This is an optimization exercise on Yosys and OpenROAD, whose aim is small area and a short achievable clock period, not a production implementation.
RTL that was checked went through simulation tests only; none was proved equivalent to the original.
No activity file was given, so power comes from the tool's default toggle rates.

// QPU_V
module QPU_V(
  input clk,reset,RDY,
  input [15:0]IR,
  input IRQ1,IRQ2,
  input [7:0] A_result,
  input A_vin,A_cin,
  input [7:0] M_Din,
  input I1,I2,I3,I4,
  output [11:0] pc_out,
  output [9:0]  W_AddrO,
  output [7:0]  W_DoutO,
  output [9:0]  M_AddrO,
  output M_WEO,M_IO,
  output A_adc_sbc,A_cout,
  output [7:0] Op1,Op2,
  output [7:0] ST,OPS,RA,RF,RSP
);
reg        s1;
reg        OPSTR;
reg        POP;
reg        IOMode,MWE0,MWEO,LAB7;
reg [3:0]  LWx;
reg [11:0] pc;
reg [9:0]  SP,RX,RY,WAddr;
reg [7:0]  Acc,Flags;
reg [7:0]  OP1R,OP2R;
reg        F1,F2;
reg [2:0]  COP_TYPE,IR_TYPE;
reg [7:0]  WSEL;
reg [2:0]  TT;
wire [2:0] IR_CMD = IR[14:12];
wire [3:0] IR_REG = IR[11:8];
wire [3:0] IR_REGB= IR[3:0];
wire [3:0] PK_REG = (IR_REG >4'b1001)? 4'b1000:IR_REG;
wire [3:0] PK_REGB= (IR_REGB>4'b1001)? 4'b1000:IR_REGB;
wire [7:0] WD_REST;
QPU_V_alu u_alu(.tt(TT), .sh(WSEL[4]), .in(WSEL[5]), .ac(WSEL[7]), .a(OP1R), .b(OP2R), .c(Flags[0]), .acc(Acc), .y(WD_REST));
wire [7:0] WD;
QPU_V_wdsel u_wdsel(.a(A_result), .s(WSEL[3]), .rest(WD_REST), .y(WD));
wire C_NEXT = WSEL[3] ? A_cin : WSEL[4] ? OP1R[0] : Flags[0];
wire OP_PSH_POP = (IR_TYPE[1:0]==2'b01) & ~LAB7 & COP_TYPE[2] & COP_TYPE[1];
wire [9:0] PBASE = ~s1 ? SP : (IR_TYPE==3'b110) ? RX : (IR_TYPE==3'b111) ? RY : SP;
wire [7:0] POFF  = IR[7:0] | {8{POP}};
wire [9:0] PDIFF = PBASE - {{2{POFF[7]}},POFF};
wire dec = ~s1 & ~IR[15];
  ...
For scale: about 780 cells after synthesis, roughly 140 I/O pins.
clock: 6.0 ns
lec_check: 0
cap_margin: 20
core_margin: 2
core_utilization: 40
place_density: 0.8
setup_slack_margin: 3.0
slew_margin: 20
synth_hierarchical: 1
synth_minimum_keep_size: 0
tns_end_percent: 0
standard.sh (not shown) runs the stock make flow with config.mk's settings and CLKGATE_MAP_FILE= SYNTH_SCRIPT=/design/flow/synth_recipe.tcl, a recipe that flattens the netlist after the stock synthesis.
==> flow/flow/run.sh <==
#!/bin/bash
# Standard ORFS layout (the standard.sh, unchanged synthesis), with the
# port buffers made as sky130_fd_sc_hd__buf_1 instead of the resizer's pick,
# and a clock tree of clkbuf_8 without dummy loads.
set -euo pipefail
cd "$(dirname "$0")/.."
bash standard.sh "BUFFER_PORTS_ARGS=-buffer_cell sky130_fd_sc_hd__buf_1" \
  "CTS_ARGS=-sink_clustering_enable -repair_clock_nets -dont_use_dummy_load -buf_list sky130_fd_sc_hd__clkbuf_8 -root_buf sky130_fd_sc_hd__clkbuf_8" \
  finish > flow_make.log 2>&1
The first run finished with timing, DRC and antenna clean.
Edit:
CORE_UTILIZATION = 50   (was 40)
PLACE_DENSITY = 0.9   (was 0.8)
=> The new run passed the timing, DRC and antenna checks; global-route usage goes up by 5.3 points; worst setup slack is about the same; total power hardly moves.
No run of this note included a check of the RTL's function; only the layout flow was run.

---

== exp/willow ==
The RTL this note starts from:
==> flow/design.v <==
module QPU_V(
  input clk,reset,RDY,
  input [15:0]IR,
  input IRQ1,IRQ2,
  input [7:0] A_result,
  input A_vin,A_cin,
  input [7:0] M_Din,
  input I1,I2,I3,I4,
  output [11:0] pc_out,
  output [9:0]  W_AddrO,
  output [7:0]  W_DoutO,
  output [9:0]  M_AddrO,
  output M_WEO,M_IO,
  output A_adc_sbc,A_cout,
  output [7:0] Op1,Op2,
  output [7:0] ST,OPS,RA,RF,RSP
);
reg        s1;
reg [6:0]  OP_TYPE;
reg        IOMode,MWE0,MWE1,OP_PSH_POP,OP_ADC_SBC,LAB7;
reg [3:0]  LWx;
reg [11:0] pc;
reg [9:0]  SP,RX,RY,WAddr;
reg [7:0]  Acc,Flags;
reg [7:0]  OP1R,OP2R;
reg        F1,F2;
reg [2:0]  COP_TYPE,IR_TYPE;
wire [2:0] IR_CMD = IR[14:12];
wire [3:0] IR_REG = IR[11:8];
wire [3:0] IR_REGB= IR[3:0];
wire [3:0] PK_REG = (IR_REG >4'b1001)? 4'b1000:IR_REG;
wire [3:0] PK_REGB= (IR_REGB>4'b1001)? 4'b1000:IR_REGB;
reg [7:0] OP_MUX;
reg       C_NEXT;
always @*
begin
    OP_MUX=Acc;
    C_NEXT=Flags[0];
    case (1'b1)
    OP_TYPE[0]: OP_MUX=OP1R & OP2R;
    OP_TYPE[1]: OP_MUX=OP1R | OP2R;
    OP_TYPE[2]: OP_MUX=OP1R ^ OP2R;
    OP_TYPE[3]: begin OP_MUX=A_result; C_NEXT=A_cin; end
    OP_TYPE[4]: if (~LAB7) begin OP_MUX={Flags[0],OP1R[7:1]}; C_NEXT=OP1R[0]; end
                else OP_MUX=OP1R+8'd1;
    OP_TYPE[5]: OP_MUX=OP2R;
    default: ;
    endcase
end
wire [9:0] PBASE = ~s1 ? SP : (IR_TYPE==3'b110) ? RX : (IR_TYPE==3'b111) ? RY : SP;
wire [9:0] PDIFF = PBASE - {{2{IR[7]}},IR[7:0]};
wire dec = ~s1 & ~IR[15];
reg [6:0]  n_OP_TYPE;
reg [7:0]  n_OP1,n_OP2;
reg        n_F1,n_F2;
always @*
begin
    case (IR_CMD)
    3'b000: n_OP_TYPE=7'b0000001;
    3'b001: n_OP_TYPE=7'b0000010;
    3'b010: n_OP_TYPE=7'b0000100;
    3'b011: n_OP_TYPE=7'b0001000;
    3'b100: n_OP_TYPE=7'b0010000;
    3'b101: n_OP_TYPE=7'b0001000;
    3'b110: n_OP_TYPE=7'b0100000;
    default: n_OP_TYPE=7'b1000000;
    endcase
    n_F1=1'b0;
    if (LWx==PK_REG)                      n_OP1=OP_MUX;
    else if (IR_REG==4'b1001)             n_OP1=Flags;
    else if (IR_REG[3] | (IR_CMD>=3'b110)) n_OP1=Acc;
    else begin n_OP1=8'd0; n_F1=1'b1; end
    n_F2=1'b0;
    if (IR_REG[3:1]==3'b101)
    begin
        if (LWx==PK_REGB)         n_OP2=OP_MUX;
        else if (IR_REGB==4'b1001) n_OP2=Flags;
        else if (IR_REGB[3])      n_OP2=Acc;
        else begin n_OP2=8'd0; n_F2=1'b1; end
    end
    else n_OP2=IR[7:0];
end
wire f1 = dec ? n_F1 : F1;
wire f2 = dec ? n_F2 : F2;
wire mem = (IR_REG>=4'b1100);
wire ext = (IR_CMD==3'b100) & (IR_REG>4'b1000);
always @(posedge clk)
begin
    LAB7<=IR[7];
    IR_TYPE<=IR[10:8];
    OP_ADC_SBC<=~IR[14];
    COP_TYPE<=IR[14:12];
    F1<=f1;
    F2<=f2;
    OP1R<= f1 ? M_Din : (dec ? n_OP1 : OP1R);
    OP2R<= f2 ? M_Din : (dec ? n_OP2 : OP2R);
    if (reset)
    begin
        s1<=1'b0;
        OP_TYPE<=7'd0;
        IOMode<=1'b0;
        MWE0<=1'b0;
        MWE1<=1'b0;
        LWx<=4'b1111;
        pc<=12'd0;
        SP<=10'h100;
        RX<=10'd0;
        RY<=10'd0;
        Flags<=8'd0;
        Acc<=8'hA5;
    end
    else if (~s1)
    begin
        if (~IR[15])
        begin
            OP_TYPE<=n_OP_TYPE;
            if (mem)
            begin
                case (IR[9:8])
                2'b00: WAddr<={2'd0,IR[7:0]};
                2'b01: WAddr<=PDIFF;
                2'b10: WAddr<=RX;
                2'b11: WAddr<=RY;
                endcase
                OP_PSH_POP<=(IR[9:7]==3'b010) & (IR_CMD>=3'b110);
                IOMode<=(IR[7:6]==2'b00);
                MWE1<=(IR_CMD==3'b111);
                MWE0<=1'b0;
                LWx<=4'b1000;
                s1<=1'b1;
            end
            else
            begin
                WAddr<={6'd0,PK_REG};
                OP_PSH_POP<=1'b0;
                IOMode<=1'b0;
                MWE1<=1'b0;
                MWE0<=~ext;
                s1<=ext;
                if (~ext) pc<=pc+12'd1;
                LWx<=PK_REG;
            end
            if (MWE0)
            begin
                if (LWx==4'b1001)
                    Flags<=OP_MUX;
                else
                begin
                    if (LWx>=4'b1000)
                        Acc<=OP_MUX;
                    Flags[0]<=C_NEXT;
                    Flags[1]<=(OP_MUX==8'd0);
                    if (n_OP_TYPE[3])
                        Flags[2]<=A_vin;
                    Flags[3]<=OP_MUX[7];
                end
            end
        end
        else
        begin
            LWx<=4'b1110;
            MWE0<=1'b0;
            MWE1<=1'b0;
            OP_TYPE<=7'd0;
            pc<=pc+12'd1;
        end
    end
    else
    begin
        if (COP_TYPE==3'b100)
        begin
            if (IR_TYPE[2:1]==2'b01)
                SP<={M_Din[1:0],Acc};
            else if (IR_TYPE==3'b101)
                SP<=PDIFF;
            else if (IR_TYPE==3'b110)
                RX<=PDIFF;
            else if (IR_TYPE==3'b111)
                RY<=PDIFF;
            LWx<=4'b1110;
            MWE0<=1'b0;
        end
        else if (COP_TYPE<3'b110)
        begin
            WAddr<=10'd8;
            LWx<=4'b1000;
            MWE0<=1'b1;
        end
        else
        begin
            if (COP_TYPE==3'b110)
                Acc<=M_Din;
            LWx<=4'b1110;
            MWE0<=1'b0;
        end
        MWE1<=1'b0;
        if (OP_PSH_POP)
        begin
            if (COP_TYPE[0])
                SP<=WAddr;
            else
                SP<=SP+10'd1;
        end
        OP_PSH_POP<=1'b0;
        IOMode<=1'b0;
        pc<=pc+12'd1;
        s1<=1'b0;
    end
end
assign pc_out=pc;
assign W_AddrO=WAddr;
assign M_AddrO= s1 ? WAddr : {6'd0, IR_REG[3] ? PK_REGB : PK_REG};
assign W_DoutO= s1 ? Acc : OP_MUX;
assign M_WEO=MWE0|MWE1;
assign M_IO=IOMode;
assign A_adc_sbc=OP_ADC_SBC;
assign A_cout=Flags[0];
assign Op1=OP1R;
assign Op2=OP2R;
assign ST={LWx,F2,COP_TYPE};
assign OPS={1'b0,OP_TYPE};
assign RA=Acc;
assign RF=Flags;
assign RSP=SP[7:0];
endmodule
export LEC_CHECK = 0
export CAP_MARGIN = 20
export CORE_MARGIN = 2
export CORE_UTILIZATION = 40
export SETUP_SLACK_MARGIN = 2.5
export SLEW_MARGIN = 20
create_clock -name core_clock -period 6.0 [get_ports {clk}]
run.sh (not shown) runs the stock make flow with config.mk's settings and CLKGATE_MAP_FILE= SYNTH_SCRIPT=/design/flow/synth_recipe.tcl, a recipe that flattens the netlist after the stock synthesis.
Stock flow here: none of the scripts above is used.
Setup changes, exp/willow to exp/xenon
# exp/willow
export LEC_CHECK = 0
export CAP_MARGIN = 20
export CORE_MARGIN = 2
export CORE_UTILIZATION = 40
export SETUP_SLACK_MARGIN = 2.5
export SLEW_MARGIN = 20
create_clock -name core_clock -period 6.0 [get_ports {clk}]
# exp/xenon
export LEC_CHECK = 0
export CAP_MARGIN = 20
export CORE_MARGIN = 2
export CORE_UTILIZATION = 40
export SLEW_MARGIN = 20
create_clock -name core_clock -period 6.0 [get_ports {clk}]
Notes after the runs:
The final setup skew on exp/willow is in line with that on exp/xenon. Met2 usage in global routing, exp/xenon and exp/willow: larger value in exp/willow. Routed wire length for exp/xenon: about 5.6% down relative to exp/willow.
--- input diff exp/xenon..exp/harbor ---
# exp/xenon
export LEC_CHECK = 0
export CAP_MARGIN = 20
export CORE_MARGIN = 2
export CORE_UTILIZATION = 40
export SLEW_MARGIN = 20
create_clock -name core_clock -period 6.0 [get_ports {clk}]
# exp/harbor
export LEC_CHECK = 0
export CAP_MARGIN = 20
export CORE_MARGIN = 2
export CORE_UTILIZATION = 40
export SETUP_SLACK_MARGIN = 3.5
export SLEW_MARGIN = 20
create_clock -name core_clock -period 6.0 [get_ports {clk}]
==> comparison <==
- exp/harbor | status: complete | timing, DRC, antenna: pass
- In the flow results for exp/harbor and exp/xenon, the worst IR drop on VDD is smaller on exp/harbor.
- exp/harbor vs exp/xenon, first-pass GRT wire length went up by 14%.
- The flip-flop and latch count of exp/harbor and that of exp/xenon are within noise of each other.
- exp/harbor vs exp/xenon: total internal power up
- Against exp/xenon, exp/harbor comes in 69 MHz higher on timing-limited maximum frequency.

port drivers added, routing unchanged:
How much do the figures lean on ideal ports? The routed layouts below were timed once more, with nothing changed but the port constraints. Step 1 (the two cells are an assumption about what drives the block):
set clk [get_ports {clk}]
set_driving_cell -lib_cell sky130_fd_sc_hd__clkbuf_16 $clk
set_driving_cell -lib_cell sky130_fd_sc_hd__buf_2 [delete_from_list [all_inputs] $clk]
Step 2 also shifts input and output timing later by t, the mid clock arrival at the registers, as if the neighbouring blocks saw the same clock. a / b / c = ideal ports / drivers / drivers and shift; a / b = the first two.
run	t (ns)	setup slack, ns	clock arrival spread, ns	worst register clock-pin slew, ns
the first run of note 1	0.413	2.712 / 2.674 / 2.393	0.033 / 0.032	0.12 / 0.12
the second run of note 1	0.418	2.713 / 2.685 / 2.432	0.031 / 0.030	0.11 / 0.11
exp/willow	0.406	2.413 / 2.413 / 2.033	0.010 / 0.010	0.08 / 0.08
exp/xenon	0.402	1.481 / 1.443 / 1.443	0.010 / 0.010	0.08 / 0.08
exp/harbor	0.408	2.556 / 2.510 / 2.528	0.010 / 0.010	0.08 / 0.08
After both steps setup and hold are still met in every run listed. The setup slack of exp/willow, which loses most, moves by 0.000 ns with the drivers and by -0.380 ns with both steps.
